Context: an optimization exercise on an open-source flow, tuned for small area. The choices shown serve that exercise and are no tape-out recipe. Function was checked by simulation only, so behaviour that the tests miss may differ from the original. No run shown here takes its clock network from TritonCTS; it comes from the design's own scripts or RTL. The flow treats the clock pin as an ideal source. Dropping or thinning the clock tree relies on that and would not hold on a real chip. Power is estimated from default activity; no workload was simulated.

$ cat design.v
`timescale 1ns / 1ps
module debounce
    (
        input logic clk,
        input logic rst,
        input logic button,
        output logic pulse
    );
    logic [9:0] q, nq;
    logic en, clr, det, p;
    assign en  = button & ~rst;
    assign clr = ~en;
    assign det = (q[0] & q[4] & q[8] & q[9]) & ~(q[1] | q[3] | q[5] | q[7]);
    assign nq[9] = ~(clr | q[8]);
    assign nq[8] = ~(clr | q[7]);
    assign nq[7] = ~(clr | q[6] | det);    
    assign nq[6] = ~(en & q[5]);
    assign nq[5] = ~(clr | q[4]);
    assign nq[4] = ~(clr | q[3]);
    assign nq[3] = ~(clr | q[2]);
    assign nq[2] = ~(en & q[1]);
    assign nq[1] = ~(clr | q[0]);
    assign nq[0] = ~(en & ~(q[9] ^ q[6]));
    always_ff @(posedge clk) begin
        q <= nq;
        p <= det & ~rst;
    end
    assign pulse = p;
endmodule
`timescale 1ns / 1ps
module single_pulse_detector 
    #(
        parameter detect_type = 2'b0
    )
    (
        input logic clk,
        input logic rst,
        input logic input_signal,
        output logic output_pulse
    );
    logic ff0;
    logic ff1;
    always_ff@(posedge clk, posedge rst) begin
        if (rst) begin
            ff0 <= 1'b0;
            ff1 <= 1'b0;
        end
        else begin
            ff0 <= input_signal;
            ff1 <= ff0;
        end
    end
    always_comb begin
        if (detect_type == 2'b00)
            output_pulse = ~ff1 & ff0;
        else if (detect_type == 2'b01)
            output_pulse = ~ff0 & ff1;
        else if (detect_type == 2'b10)
            output_pulse = ff0 ^ ff1;
        else
            output_pulse = 1'b0;
    end
endmodule
`timescale 1ns/1ps
module lock_fsm
(
    input logic clk,
    input logic rst,
    input logic [3:0] nwse,
    output logic [3:0] led,
    output logic [2:0] rgb
);
    logic [3:0] st, nst;
    logic fl, en1, is_unl, is_alm, is_lock, ge1, ge2, ge3;
    assign nst[0] = (st[0] & ~st[1] & ~st[2] & ~st[3]) | (~nwse[0] & st[0] & ~st[2]) | (nwse[1] & st[1] & st[3]) | (~nwse[0] & nwse[1] & ~nwse[2] & ~nwse[3] & ~st[0] & st[3]) | (~nwse[0] & ~nwse[1] & nwse[2] & ~nwse[3] & ~st[0] & st[3]) | (~nwse[0] & ~nwse[1] & ~nwse[2] & nwse[3] & ~st[0] & st[3]) | (~nwse[0] & ~nwse[1] & ~nwse[2] & ~nwse[3] & st[0] & ~st[3]) | (~nwse[0] & nwse[1] & ~nwse[2] & nwse[3] & st[0] & ~st[1] & ~st[3]) | (st[1] & st[2] & st[3]) | (nwse[2] & st[0] & ~st[2] & st[3]);
    assign nst[1] = (~st[0] & ~st[2] & ~st[3]) | (~nwse[0] & ~nwse[1] & ~nwse[2] & ~nwse[3] & st[1]) | (nwse[2] & st[0] & ~st[2] & st[3]) | (~nwse[0] & nwse[1] & ~nwse[2] & ~nwse[3] & st[2]) | (~nwse[0] & ~nwse[1] & ~nwse[2] & nwse[3] & st[2]) | (nwse[0] & ~nwse[1] & ~nwse[3] & st[0] & st[2] & ~st[3]) | (nwse[2] & st[0] & st[2] & ~st[3]) | (nwse[0] & st[1] & st[2] & ~st[3]) | (~nwse[0] & nwse[1] & st[1] & st[2]) | (~nwse[0] & ~nwse[1] & st[1] & st[3]) | (~nwse[0] & nwse[2] & st[0] & ~st[1] & ~st[3]) | (~nwse[0] & ~nwse[1] & nwse[2] & ~nwse[3] & ~st[1] & st[2]) | (~nwse[0] & nwse[1] & ~st[1] & ~st[2] & ~st[3]) | (nwse[3] & st[1] & st[2] & ~st[3]) | (~nwse[0] & nwse[3] & ~st[1] & ~st[2] & ~st[3]);
    assign nst[2] = (nwse[2] & st[0] & ~st[1] & ~st[2]) | (nwse[1] & ~st[0] & st[2] & ~st[3]) | (nwse[2] & ~st[0] & st[2] & ~st[3]) | (nwse[3] & ~st[0] & st[2] & ~st[3]) | (nwse[0] & st[0] & ~st[2]) | (st[1] & st[2]) | (~nwse[0] & st[2] & st[3]) | (~nwse[0] & ~nwse[2] & st[2]) | (nwse[3] & st[0] & ~st[1] & ~st[2] & ~st[3]) | (nwse[1] & st[0] & ~st[1] & ~st[2] & ~st[3]) | (~nwse[1] & ~nwse[2] & ~nwse[3] & st[0] & st[2] & ~st[3]);
    assign nst[3] = (nwse[2] & ~st[0] & ~st[2] & ~st[3]) | (nwse[3] & ~st[0] & ~st[2] & ~st[3]) | (nwse[0] & st[0] & ~st[2]) | (~nwse[0] & ~nwse[1] & ~nwse[2] & ~nwse[3] & st[3]) | (~nwse[0] & nwse[1] & nwse[2] & st[3]) | (~nwse[0] & nwse[1] & nwse[3] & st[3]) | (~nwse[0] & nwse[2] & nwse[3] & st[3]) | (nwse[0] & st[1] & ~st[2]) | (~st[0] & ~st[1] & ~st[2] & ~st[3]) | (nwse[1] & ~st[0] & st[1] & ~st[2]) | (nwse[2] & st[0] & ~st[2] & st[3]);
    assign fl = (~st[0] & st[1] & ~st[3]) | (~st[0] & st[2] & ~st[3]);
    assign en1 = (st[1]);
    assign is_unl = (st[1] & ~st[2] & ~st[3]);
    assign is_alm = (st[2]);
    assign is_lock = (~st[0] & st[1] & st[3]);
    assign ge1 = (st[0]) | (~st[1] & st[3]);
    assign ge2 = (st[0] & ~st[1] & ~st[3]) | (st[2] & st[3]) | (st[0] & st[2]);
    assign ge3 = (st[0] & ~st[1] & st[2]) | (st[0] & st[2] & ~st[3]);
    always_ff @(posedge clk, posedge rst) begin
        if (rst)
            st <= 4'd10;
        else
            st <= nst;
    end
    logic [12:0] y1;
    logic [13:0] y2;
    logic f;
    logic [13:0] c1;
    logic [14:0] c2;
    assign c1[0] = en1;
    assign c2[0] = ~en1;
    genvar i;
    generate
        for (i = 0; i < 13; i++) begin : g_c1
            assign c1[i+1] = c1[i] & y1[i];
        end
        for (i = 0; i < 14; i++) begin : g_c2
            assign c2[i+1] = c2[i] & y2[i];
        end
    endgenerate
    always_ff @(posedge clk) begin
        if (!fl) begin
            y1 <= '1;
            y2 <= '1;
        end
        else begin
            y1 <= y1 ^ c1[12:0];
            y2 <= y2 ^ c2[13:0];
        end
    end
    always_ff @(posedge clk) begin
        if (!fl)
            f <= 1'b0;
        else
            f <= f ^ (c1[13] | c2[14]);
    end
    assign led = {is_unl & f, {3{is_unl & f}} | {ge3, ge2, ge1}};
    assign rgb = {is_alm & f, 1'b0, is_lock};
endmodule
`timescale 1ns / 1ps
module top_fsm
(
    input logic clk,
    input logic rst,
    input logic [3:0] btn,
    output logic [3:0] led,
    output logic [2:0] rgb
);
    logic [3:0] btn_pulse;
genvar k;
generate
    for (k = 0; k < 4; k++) begin : g_btn
        debounce db_btn_i
        (
            .clk(clk),
            .rst(rst),
            .button(btn[k]),
            .pulse(btn_pulse[k])
        );
    end
endgenerate
lock_fsm lock_fsm_i
(
    .clk(clk),
    .rst(rst),
    .nwse(btn_pulse),
    .led(led),
    .rgb(rgb)
);
endmodule
$ cat flow/run.sh
#!/bin/bash
# The standard layout (standard.sh) with two changes:
# - port buffers are buf_1 cells (every input and output still gets one);
# - the clock tree is a root clkbuf_4 driving 5 clkbuf_8 leaves, each at the
#   centre of a fifth of the flip-flops (flow/manual_cts.tcl), instead of
#   TritonCTS's H-tree with dummy loads.
set -e
export BUFFER_PORTS_ARGS="-buffer_cell sky130_fd_sc_hd__buf_1"
export PRE_CTS_TCL="$PWD/flow/pre_cts.tcl"
bash standard.sh > standard.log 2>&1
$ cat flow/manual_cts.tcl
# Manual clock tree: the flip-flops are split into NLEAF groups by position
# (recursive bisection along the longer side), each group is driven by a
# LEAFBUF at the group's centre, and the leaves by a ROOTBUF driven by the
# clock port. Every flip-flop sees the same two buffer stages.
# Split the sinks into k groups of near-equal size: cut along the longer
# side of their bounding box, in proportion to the groups on each side.
proc clock_tree_partition {g k} {
  if {$k <= 1} { return [list $g] }
  set xs [lmap s $g {lindex $s 1}]; set ys [lmap s $g {lindex $s 2}]
  set dx [expr {[tcl::mathfunc::max {*}$xs] - [tcl::mathfunc::min {*}$xs]}]
  set dy [expr {[tcl::mathfunc::max {*}$ys] - [tcl::mathfunc::min {*}$ys]}]
  set g [lsort -integer -index [expr {$dx >= $dy ? 1 : 2}] $g]
  set k1 [expr {$k / 2}]
  set h [expr {([llength $g] * $k1 + $k / 2) / $k}]
  return [concat [clock_tree_partition [lrange $g 0 [expr {$h-1}]] $k1] \
                 [clock_tree_partition [lrange $g $h end] [expr {$k - $k1}]]]
}

proc manual_clock_tree {nleaf leafbuf rootbuf} {
  set db [ord::get_db]
  set block [ord::get_db_block]
  set clknet [$block findNet clk]
  set sinks {}
  foreach it [$clknet getITerms] {
    set b [[$it getInst] getBBox]
    lappend sinks [list $it [expr {([$b xMin]+[$b xMax])/2}] [expr {([$b yMin]+[$b yMax])/2}]]
  }
  set groups [clock_tree_partition $sinks $nleaf]
  set rootm [$db findMaster $rootbuf]
  set leafm [$db findMaster $leafbuf]
  set root [odb::dbInst_create $block $rootm clkbuf_root]
  set rootnet [odb::dbNet_create $block clknet_root]
  $rootnet setSigType CLOCK
  [$root findITerm A] connect $clknet
  [$root findITerm X] connect $rootnet
  set rx 0; set ry 0; set n 0
  foreach g $groups {
    set leaf [odb::dbInst_create $block $leafm clkbuf_leaf_$n]
    set lnet [odb::dbNet_create $block clknet_leaf_$n]
    $lnet setSigType CLOCK
    set sx 0; set sy 0
    foreach s $g {
      set it [lindex $s 0]
      $it disconnect
      $it connect $lnet
      set sx [expr {$sx + [lindex $s 1]}]; set sy [expr {$sy + [lindex $s 2]}]
    }
    set cx [expr {$sx / [llength $g]}]; set cy [expr {$sy / [llength $g]}]
    [$leaf findITerm A] connect $rootnet
    [$leaf findITerm X] connect $lnet
    $leaf setLocation $cx $cy
    $leaf setPlacementStatus PLACED
    set rx [expr {$rx + $cx}]; set ry [expr {$ry + $cy}]
    incr n
  }
  $root setLocation [expr {$rx / $n}] [expr {$ry / $n}]
  $root setPlacementStatus PLACED
  set_propagated_clock [all_clocks]
  puts "manual clock tree: $n leaves of $leafbuf, root $rootbuf"
}
$ cat flow/pre_cts.tcl
# Hook run by ORFS before clock tree synthesis (PRE_CTS_TCL): replace
# TritonCTS's H-tree with the small two-level tree of manual_cts.tcl.
source [file join [file dirname [info script]] manual_cts.tcl]
rename clock_tree_synthesis tritoncts_clock_tree_synthesis
proc clock_tree_synthesis {args} {
  manual_clock_tree 5 sky130_fd_sc_hd__clkbuf_8 sky130_fd_sc_hd__clkbuf_4
}
$ cat standard.sh
#!/bin/bash
# synth_recipe.tcl (not shown) runs the flow's synth.tcl, then flattens the netlist and writes it again
# the make line also repeats each setting of config.mk as NAME=value (left out here)
make -C /OpenROAD-flow-scripts/flow DESIGN_CONFIG=/design/flow/config.mk WORK_HOME=/design/flow/orfs CLKGATE_MAP_FILE= SYNTH_SCRIPT=/design/flow/synth_recipe.tcl "${@:-finish}"
$ cat config.mk
export PLATFORM = sky130hd
export DESIGN_NAME = top_fsm
export DESIGN_NICKNAME = top_fsm
export VERILOG_FILES = /design/flow/design.v
export SDC_FILE = /design/flow/constraint.sdc
export NUM_CORES = 4
export LEC_CHECK = 0
export CAP_MARGIN = 20
export CORE_MARGIN = 2
export CORE_UTILIZATION = 40
export SLEW_MARGIN = 20
$ cat constraint.sdc
create_clock -name core_clock -period 8.0 [get_ports {clk}]
set_input_delay 1.6000 -clock core_clock [delete_from_list [all_inputs] [get_ports {clk}]]
set_output_delay 1.6000 -clock core_clock [all_outputs]
set_load 0.01 [all_outputs]
==> results of run 1 <==
==> cell usage in the layout (no fill, tap or decap), types with 2 or more instances in the layout <==
cell	synthesis	routed
nor2_1	34	34
o2111ai_1	2	2
dfxtp_1	72	72
clkbuf_8	1	5
nand2b_1	22	22
a211oi_1	2	2
dfstp_2	2	2
xnor2_1	4	4
a21oi_1	5	5
nor2b_1	5	5
buf_1	0	11
or4_1	4	4
or2b_1	6	6
nand3_1	2	2
nand2_1	21	21
nand3b_1	2	2
nor3_1	9	9
dfrtp_1	2	2
ha_1	27	27
o21ai_0	8	8
inv_1	6	6
nand4_1	4	4
==> sequential cells by signal, summed over array words and instances, names as in the netlist <==
name / cells
lock_fsm_i.y2: 14
lock_fsm_i.f: 1
g_btn.db_btn_i.q: 40
g_btn.db_btn_i.p: 4
lock_fsm_i.y1: 13
lock_fsm_i.st: 4
==> metal layers <==
| layer | vias to the layer above | wire, um | global-route usage [%] |
|---|---|---|---|
| met5 | - | 0 | 0 |
| met4 | 0 | 106 | 2.58 |
| met3 | 9 | 196 | 1.66 |
| met2 | 31 | 1920 | 20.6 |
| met1 | 838 | 2030 | 14.8 |
| li1 | 942 | - | - |
==> metrics by stage <==
step	utilization, %	instances
floorplan	-	278
global placement	41.6	374
detailed placement	41.6	374
CTS	42.7	380
global route	42.7	380
finish	42.7	380
==> area by class of cell <==
class,instances,area [um2]
inverter,6,22.5
timing repair buffer,11,41.3
multi-input combinational,182,1240
buffer,6,76.3
tap,99,124
fill,721,4090
sequential,76,1540
==> worst max-delay path by stage <==
stage                   endpoint  slack [ns]  depth (start not counted)
global route        lock_fsm_i.f        3.73                         17
CTS                 lock_fsm_i.f        3.91                         17
finish              lock_fsm_i.f        3.94                         17
global placement    lock_fsm_i.f        4.01                         17
detailed placement  lock_fsm_i.f        3.93                         17
floorplan           lock_fsm_i.f        3.97                         18
==> where the power goes <==
part           switching (mW)  internal, mW  leakage (nW)
Combinational           0.138         0.166         0.524
Clock                   0.107        0.0621        0.0406
Sequential             0.0550         0.437         0.631
==> cells by family (layout without fill, tap and decap cells) <==
group,count (synthesis),in the layout,share of synthesized area [%]
other cells,1,1,0.129
xor+xnor,5,5,1.50
flops,76,76,53.0
fa+ha+maj,27,27,11.6
buf+inv,20,23,4.51
mux,1,1,0.386
compound gates,32,32,8.24
simple gates,116,116,20.7
==> critical path: cells and delay by family (launching register included) <==
kind | cells | cell delay [ns]
adder cells (fa/ha/maj) | 14 | 2.70
AND/OR/NAND/NOR | 2 | 0.46
buffers and inverters | 1 | 0.12
flip-flops | 1 | 0.67
==> results.toml, run 1 <==
[sta]
fin_crit_sh_pct = 50.8
worst_slack_ns = 3.94
hold_slack_ns = 0.382
relSlewSlack_pct = 39.4
clock_skew_ns = 0.0116
slew_viol_final = 0
setup_viol = 0
clock.fmax_mhz = 246
worst_slew_pin_slew_ns = 0.907
hold_viol_final = 0
finalSetupTns_ns = 0
grt_setup_unrepaired = "no"
period_needed_ns = 4.06

[worst_setup_path]
slowest_stage = "dfstp_2"
r2r_slack_ns = 3.94
cp_slowest_stage_delay_ns = 0.67
cp-startpoint = "lock_fsm_i.st[1]"
crit_fanout = 13
cp_common_cell = "ha_1"
r2r-end = "lock_fsm_i.f"
path_cells = "inv_1 -> ha_1 -> ha_1 -> ha_1 -> ha_1 -> ha_1 -> ha_1 -> ha_1 -> ha_1 -> ha_1 -> ha_1 -> ha_1 -> ha_1 -> ha_1 -> ha_1 -> or3_1 -> and3_1"
critPathCaptureType = "register"
arrival_ns = 4.35
r2r_start = "lock_fsm_i.st[1]"
worstRegToRegCells = 17
required_ns = 8.29
start_kind = "register"
criticalPathCategory = "reg2reg"

[placement]
gp_congestion = 0.803
port_buffers = 11
dp_slack_ns = 3.93
placed_area_mm2 = 0.00297
hpwl_um = 2960

[die]
start_util_pct = 40.8
die_area_mm2 = 0.00798
die_x_um = 89.4
io_pins = 13
core-area_mm2 = 0.00714
std_cell_rows = 31
die_h_um = 89.4

[logic_synthesis]
syn_avg_cell_area_um2 = 10.5
syn_area_mm2 = 0.00291
synth_ff_type = "dfxtp_1"
async_reset_ff_share_pct = 5.26
yosysTopAreaCell = "dfxtp_1"
ys_warn_count = 2
synth-edff-count = 0
synth_cells = 278
synth.most_common_cell = "dfxtp_1"
synth-seq-area-share_pct = 53.0
synth_area_leaders = "dfxtp_1, ha_1, nand2b_1"
synth.distinct_cells = 50
synth_common_cells = "dfxtp_1, nor2_1, ha_1"
ys_seq_elements = 76
synth.net_count = 311
yosysTopAreaCellShare_pct = 49.5

[clocking]
postCtsResizedCells = 0
hold_buffers = 0
worstSkewPairLatency_ns = 0.39
cts.clk_slew.worst_paths_ns = 0.10
post_cts_buffers = 0

[pwr]
max-vdd-ir-drop_mv = 0.131
total_power_mw = 0.965
powerDensity_mw_per_mm2 = 317
power.leakage_nw = 1.20

[worst_hold_path]
holdPathStages = 1
hold_start = "g_btn[0].db_btn_i.q[1]"
hold_path.class = "reg2reg"
hold-path-endpoint = "g_btn[0].db_btn_i.q[2]"

[route]
wl_per_cell_um = 11.2
ant_nets = 0
vias = 1820
firstDrtPassIters = 4
routed_via_density = 4.79
post-route-drc-count = 0
drt_wl_total_um = 4250
drt_iter0_drc = 51

[cells_and_area]
diodes = 0
design_area_mm2 = 0.00305
syn_to_final_growth_pct = 4.55
nets = 316
drive_above_1_share_pct = 5.34

[global_routing]
grt_pass1_wl_um = 7750
grt_max_degree = 29
gr-total-overflow = 0
grt_use_total_pct = 11.6
grt_pass1_vias = 1807
grt_antenna_before_repair = 0

[flow_run]
maxCapViolCount = 0

[outcome]
status = "no timing/DRC/antenna violations"
==> inputs of run 2 (changes only) <==
--- a/design.v
+++ b/design.v
@@ -72,21 +72,21 @@
 );
     logic [3:0] st, nst;
     logic fl, en1, is_unl, is_alm, is_lock, ge1, ge2, ge3;
-    assign nst[0] = (st[0] & ~st[1] & ~st[2] & ~st[3]) | (~nwse[0] & st[0] & ~st[2]) | (nwse[1] & st[1] & st[3]) | (~nwse[0] & nwse[1] & ~nwse[2] & ~nwse[3] & ~st[0] & st[3]) | (~nwse[0] & ~nwse[1] & nwse[2] & ~nwse[3] & ~st[0] & st[3]) | (~nwse[0] & ~nwse[1] & ~nwse[2] & nwse[3] & ~st[0] & st[3]) | (~nwse[0] & ~nwse[1] & ~nwse[2] & ~nwse[3] & st[0] & ~st[3]) | (~nwse[0] & nwse[1] & ~nwse[2] & nwse[3] & st[0] & ~st[1] & ~st[3]) | (st[1] & st[2] & st[3]) | (nwse[2] & st[0] & ~st[2] & st[3]);
-    assign nst[1] = (~st[0] & ~st[2] & ~st[3]) | (~nwse[0] & ~nwse[1] & ~nwse[2] & ~nwse[3] & st[1]) | (nwse[2] & st[0] & ~st[2] & st[3]) | (~nwse[0] & nwse[1] & ~nwse[2] & ~nwse[3] & st[2]) | (~nwse[0] & ~nwse[1] & ~nwse[2] & nwse[3] & st[2]) | (nwse[0] & ~nwse[1] & ~nwse[3] & st[0] & st[2] & ~st[3]) | (nwse[2] & st[0] & st[2] & ~st[3]) | (nwse[0] & st[1] & st[2] & ~st[3]) | (~nwse[0] & nwse[1] & st[1] & st[2]) | (~nwse[0] & ~nwse[1] & st[1] & st[3]) | (~nwse[0] & nwse[2] & st[0] & ~st[1] & ~st[3]) | (~nwse[0] & ~nwse[1] & nwse[2] & ~nwse[3] & ~st[1] & st[2]) | (~nwse[0] & nwse[1] & ~st[1] & ~st[2] & ~st[3]) | (nwse[3] & st[1] & st[2] & ~st[3]) | (~nwse[0] & nwse[3] & ~st[1] & ~st[2] & ~st[3]);
-    assign nst[2] = (nwse[2] & st[0] & ~st[1] & ~st[2]) | (nwse[1] & ~st[0] & st[2] & ~st[3]) | (nwse[2] & ~st[0] & st[2] & ~st[3]) | (nwse[3] & ~st[0] & st[2] & ~st[3]) | (nwse[0] & st[0] & ~st[2]) | (st[1] & st[2]) | (~nwse[0] & st[2] & st[3]) | (~nwse[0] & ~nwse[2] & st[2]) | (nwse[3] & st[0] & ~st[1] & ~st[2] & ~st[3]) | (nwse[1] & st[0] & ~st[1] & ~st[2] & ~st[3]) | (~nwse[1] & ~nwse[2] & ~nwse[3] & st[0] & st[2] & ~st[3]);
-    assign nst[3] = (nwse[2] & ~st[0] & ~st[2] & ~st[3]) | (nwse[3] & ~st[0] & ~st[2] & ~st[3]) | (nwse[0] & st[0] & ~st[2]) | (~nwse[0] & ~nwse[1] & ~nwse[2] & ~nwse[3] & st[3]) | (~nwse[0] & nwse[1] & nwse[2] & st[3]) | (~nwse[0] & nwse[1] & nwse[3] & st[3]) | (~nwse[0] & nwse[2] & nwse[3] & st[3]) | (nwse[0] & st[1] & ~st[2]) | (~st[0] & ~st[1] & ~st[2] & ~st[3]) | (nwse[1] & ~st[0] & st[1] & ~st[2]) | (nwse[2] & st[0] & ~st[2] & st[3]);
-    assign fl = (~st[0] & st[1] & ~st[3]) | (~st[0] & st[2] & ~st[3]);
-    assign en1 = (st[1]);
-    assign is_unl = (st[1] & ~st[2] & ~st[3]);
-    assign is_alm = (st[2]);
-    assign is_lock = (~st[0] & st[1] & st[3]);
-    assign ge1 = (st[0]) | (~st[1] & st[3]);
-    assign ge2 = (st[0] & ~st[1] & ~st[3]) | (st[2] & st[3]) | (st[0] & st[2]);
-    assign ge3 = (st[0] & ~st[1] & st[2]) | (st[0] & st[2] & ~st[3]);
+    assign nst[0] = (st[0] & ~st[1] & ~st[2] & ~st[3]) | (~nwse[0] & nwse[1] & ~nwse[2] & ~nwse[3] & ~st[0] & st[3]) | (~nwse[0] & ~nwse[1] & nwse[2] & ~nwse[3] & ~st[0] & st[3]) | (~nwse[0] & ~nwse[1] & ~nwse[2] & nwse[3] & ~st[0] & st[3]) | (~nwse[0] & ~nwse[1] & ~nwse[2] & ~nwse[3] & st[0] & ~st[3]) | (nwse[0] & ~st[0] & ~st[1] & st[3]) | (~nwse[0] & nwse[1] & ~nwse[2] & ~nwse[3] & ~st[1] & st[2]) | (~nwse[0] & ~nwse[1] & nwse[2] & ~nwse[3] & ~st[1] & st[2]) | (~nwse[0] & ~nwse[1] & ~nwse[2] & nwse[3] & ~st[1] & st[2]) | (nwse[1] & ~st[1] & st[2] & st[3]) | (~nwse[0] & st[0] & st[2]) | (~nwse[0] & ~nwse[2] & ~st[1] & ~st[2] & st[3]) | (nwse[2] & ~st[0] & ~st[1] & st[3]);
+    assign nst[1] = (nwse[0] & ~nwse[1] & ~nwse[2] & ~nwse[3] & ~st[2] & ~st[3]) | (~nwse[0] & nwse[1] & ~nwse[2] & ~nwse[3] & ~st[2] & ~st[3]) | (~nwse[0] & ~nwse[1] & ~nwse[2] & nwse[3] & ~st[2] & ~st[3]) | (nwse[0] & st[0] & ~st[3]) | (~nwse[0] & st[1]) | (nwse[0] & st[0] & ~st[1] & ~st[2]) | (nwse[1] & st[1] & ~st[3]) | (nwse[2] & st[1] & ~st[3]) | (nwse[3] & st[1] & ~st[3]) | (nwse[2] & st[0] & ~st[1] & ~st[2]) | (nwse[1] & st[0] & ~st[2] & ~st[3]);
+    assign nst[2] = (nwse[2] & ~st[0] & ~st[1] & ~st[2]) | (~st[0] & ~st[1] & st[3]) | (nwse[2] & ~st[1] & ~st[2] & st[3]) | (~nwse[0] & ~nwse[1] & nwse[2] & ~nwse[3] & ~st[0] & ~st[2] & ~st[3]) | (~nwse[0] & ~nwse[1] & ~nwse[2] & ~nwse[3] & st[2]) | (~nwse[0] & nwse[1] & nwse[3] & ~st[0] & st[2]) | (nwse[0] & nwse[1] & st[1] & st[2] & ~st[3]) | (nwse[0] & nwse[2] & st[1] & st[2] & ~st[3]) | (nwse[0] & nwse[3] & st[1] & st[2] & ~st[3]) | (~nwse[1] & st[0] & st[2] & st[3]) | (~nwse[0] & nwse[2] & nwse[3] & ~st[0] & st[2]) | (~nwse[0] & nwse[1] & nwse[2] & ~st[0] & st[2]);
+    assign nst[3] = (nwse[0] & nwse[1] & ~st[1]) | (nwse[2] & ~st[0] & ~st[1] & ~st[2]) | (nwse[0] & ~nwse[1] & ~nwse[2] & ~nwse[3] & st[2] & ~st[3]) | (~st[0] & ~st[1] & st[3]) | (nwse[0] & ~st[2] & st[3]) | (~nwse[0] & nwse[2] & nwse[3] & st[3]) | (~nwse[0] & ~nwse[1] & ~nwse[2] & ~nwse[3] & st[3]) | (~nwse[0] & nwse[1] & nwse[2] & st[3]) | (~nwse[0] & nwse[1] & nwse[3] & st[3]) | (nwse[0] & st[0] & ~st[1] & ~st[3]) | (nwse[0] & ~st[1] & st[2] & ~st[3]) | (nwse[1] & ~st[1] & st[2] & st[3]) | (nwse[0] & nwse[3] & ~st[1] & ~st[3]) | (nwse[2] & ~st[1] & ~st[2] & st[3]);
+    assign fl = (~st[0] & st[1] & ~st[3]) | (~st[0] & ~st[1] & st[2] & st[3]);
+    assign en1 = (~st[2]) | (st[3]);
+    assign is_unl = (~st[0] & st[2] & st[3]);
+    assign is_alm = (~st[3]);
+    assign is_lock = (st[0] & st[2] & st[3]);
+    assign ge1 = (~st[1] & ~st[3]) | (st[0] & ~st[2]) | (st[1] & st[3]);
+    assign ge2 = (~st[1] & ~st[2] & ~st[3]) | (st[1] & st[3]) | (st[0] & st[1]);
+    assign ge3 = (~st[0] & ~st[1] & ~st[2] & ~st[3]) | (st[0] & st[1]);
     always_ff @(posedge clk, posedge rst) begin
         if (rst)
-            st <= 4'd10;
+            st <= 4'd13;
         else
             st <= nst;
     end
==> run 2 against run 1 <==
Net effect: power decreased by 8.8%; critical endpoint unchanged; final cell count shrank 0.26%; critical path depth rose by 2; largest power group unchanged; cell area decreased by 0.45%; sequential share of layout area increased by 0.27 points; combinational power down 23%; sequential cell count is the same; synthesized cell count fell by 0.36%; fmax is 4.2% lower; wire length rose by 1.6%; area after synthesis shrank 2.3%; hold slack improved by 0.0033 ns.
==> results.toml, run 2 <==
[outcome]
status = "no timing/DRC/antenna violations"

[worst_setup_path]
critPathCaptureType = "register"
start_kind = "register"
r2r_slack_ns = 3.76
arrival_ns = 4.52
cp-startpoint = "lock_fsm_i.st[3]"
path_cells = "inv_2 -> nand2_1 -> inv_1 -> ha_1 -> ha_1 -> ha_1 -> ha_1 -> ha_1 -> ha_1 -> ha_1 -> ha_1 -> ha_1 -> ha_1 -> ha_1 -> ha_1 -> ha_1 -> ha_1 -> or3_1 -> and3_1"
r2r_start = "lock_fsm_i.st[3]"
criticalPathCategory = "reg2reg"
slowest_stage = "dfstp_2"
r2r-end = "lock_fsm_i.f"
cp_slowest_stage_delay_ns = 0.65
crit_fanout = 11
cp_common_cell = "ha_1"
required_ns = 8.28
worstRegToRegCells = 19
crit_path_end = "lock_fsm_i.f"

[die]
start_util_pct = 41.7
std_cell_rows = 30
die_h_um = 88.4
die_x_um = 88.4
die_area_mm2 = 0.00781
core-area_mm2 = 0.00683
io_pins = 13

[flow_run]
maxCapViolCount = 0

[route]
drt_wl_total_um = 4320
ant_nets = 0
firstDrtPassIters = 4
routed_via_density = 4.81
wl_per_cell_um = 11.4
post-route-drc-count = 0
vias = 1823
drt_iter0_drc = 79

[sta]
grt_setup_unrepaired = "no"
period_needed_ns = 4.24
slew_viol_final = 0
hold_viol_final = 0
setup_viol = 0
hold_slack_ns = 0.385
clock_skew_ns = 0.0118
fin_crit_sh_pct = 53.0
clock.fmax_mhz = 236
worst_slew_pin_slew_ns = 0.678
relSlewSlack_pct = 54.7
finalSetupTns_ns = 0

[global_routing]
grt_pass1_wl_um = 7500
gr-total-overflow = 0
grt_max_degree = 29
grt_antenna_before_repair = 0
grt_use_total_pct = 11.4
grt_pass1_vias = 1704

[worst_hold_path]
hold_path.class = "reg2reg"
hold_start = "g_btn[3].db_btn_i.q[1]"

[clocking]
worstSkewPairLatency_ns = 0.39
cts.clk_slew.worst_paths_ns = 0.10
hold_buffers = 0
postCtsResizedCells = 0
post_cts_buffers = 0

[placement]
gp_congestion = 0.790
hpwl_um = 2890
placed_cells = 373
port_buffers = 11
placed_area_mm2 = 0.00295

[logic_synthesis]
ys_warn_count = 2
synth_area_leaders = "dfxtp_1, ha_1, nand2b_1"
synth.distinct_cells = 41
yosysTopAreaCellShare_pct = 50.6
yosysTopAreaCell = "dfxtp_1"
synth-seq-area-share_pct = 54.3
syn_avg_cell_area_um2 = 10.3
synth.net_count = 310
synth_common_cells = "dfxtp_1, nor2_1, ha_1, nand2_1, nand2b_1"
async_reset_ff_share_pct = 5.26
synth-edff-count = 0
synth_cells = 277
synth_ff_type = "dfxtp_1"
syn_area_mm2 = 0.00285
synth.most_common_cell = "dfxtp_1"
ys_seq_elements = 76

[cells_and_area]
diodes = 0
drive_above_1_share_pct = 4.95
reg_top3 = "g_btn.db_btn_i.q: 40 flops, lock_fsm_i.y2: 14 flops, lock_fsm_i.y1: 13 flops"
final_common_cell = "dfxtp_1"
largest_reg_flops = 40
largest-register = "g_btn.db_btn_i.q"
design_area_mm2 = 0.00303
syn_to_final_growth_pct = 6.55
layout_common_cells = "dfxtp_1, nor2_1, nand2_1, ha_1, nand2b_1"
nets = 318
final_cells = 379

[pwr]
powerDensity_mw_per_mm2 = 290
max-vdd-ir-drop_mv = 0.0721
power.leakage_nw = 1.22
## run 2: cell types whose count changed after synthesis, moves of 3 or more
| cell | delta |
|---|---|
| nand2_1 | +6 |
| buf_6 | -4 |
| o221ai_1 | +4 |
| a21oi_1 | -3 |
| nand4_1 | +3 |
| nor2_1 | -3 |
| o21ai_0 | -3 |
| or3_1 | +3 |
## run 2: final cells by class
cell class	instances	area, um2
timing repair buffer	11	41.3
sequential	76	1550
inverter	7	26.3
tap	96	120
multi-input combinational	183	1220
fill	683	3800
buffer	6	76.3
## run 2: critical path, delay by kind of cell (launching register included)
family	cells	cell delay, ns
adder cells (fa/ha/maj)	14	2.74
buffers and inverters	2	0.18
AND/OR/NAND/NOR	3	0.56
flip-flops	1	0.65
## run 2: per-layer routing
| metal | up-vias | GRT usage (%) | wire [um] |
|---|---|---|---|
| li1 | 949 | - | - |
| met1 | 842 | 16.3 | 2210 |
| met2 | 23 | 18.8 | 1870 |
| met3 | 9 | 1.40 | 137 |
| met4 | 0 | 2.07 | 101 |
| met5 | - | 0 | 0 |
## run 2: stage by stage
step                setup slack (ns)  power, mW  utilization, %
global route                    3.53      0.958            44.4
detailed placement              3.79      0.719            43.2
finish                          3.76      0.880            44.4
CTS                             3.75      0.897            44.3
floorplan                       4.13      0.672               -
global placement                3.89      0.714            43.2
## run 2: power by group
part	total (mW)	leakage, nW	switching [mW]	internal, mW
combinational	0.234	0.542	0.116	0.118
sequential	0.477	0.633	0.0383	0.438
clock	0.169	0.0406	0.107	0.0621
total	0.880	1.22	0.261	0.619
## run 2: worst min-delay path by stage
stage,endpoint,depth (start not counted),slack (ns)
finish,g_btn[3].db_btn_i.q[2],1,0.39
floorplan,g_btn[0].db_btn_i.q[6],1,0.35
detailed placement,g_btn[3].db_btn_i.q[6],1,0.37
CTS,g_btn[3].db_btn_i.q[2],1,0.39
global route,g_btn[2].db_btn_i.q[3],1,0.40
global placement,g_btn[0].db_btn_i.q[2],1,0.36
## run 2: logic make-up (layout without fill, tap and decap cells)
logic type / after synthesis / count (layout) / share of synthesized area (%)
buffers and inverters: 18 / 24 / 2.99
and+or+nand+nor: 122 / 122 / 21.6
other: 1 / 1 / 0.132
muxes: 2 / 2 / 0.747
DFF: 76 / 76 / 54.3
adders and majority gates: 29 / 29 / 12.6
xor gates and xnor gates: 5 / 5 / 1.54
AOI/OAI and AO/OA: 24 / 24 / 6.11

-- afterwards: timing with drivers on the ports --
No port has a modelled driver above. Below, the same layouts with a new extraction and two added sets of constraints. Step 1 (the two cells are an assumption about what drives the block):
set clk [get_ports {clk}]
set_driving_cell -lib_cell sky130_fd_sc_hd__clkbuf_16 $clk
set_driving_cell -lib_cell sky130_fd_sc_hd__buf_2 [delete_from_list [all_inputs] $clk]
Step 2 times the ports against the registers' clock, not the clock port: input delays grow and output delays shrink by t, the midpoint of the rising clock arrivals with the driver on. Three values: no drivers, after step 1, after step 2; two values: the first two.
run	t, ns	setup slack, ns	hold slack, ns	cell pins on the clock port's net
run 1	0.407	3.938 / 3.938 / 3.938	0.382 / 0.382 / 0.382	1
run 2	0.406	3.761 / 3.761 / 3.761	0.385 / 0.385 / 0.385	1
After both steps setup and hold are still met in every run listed.
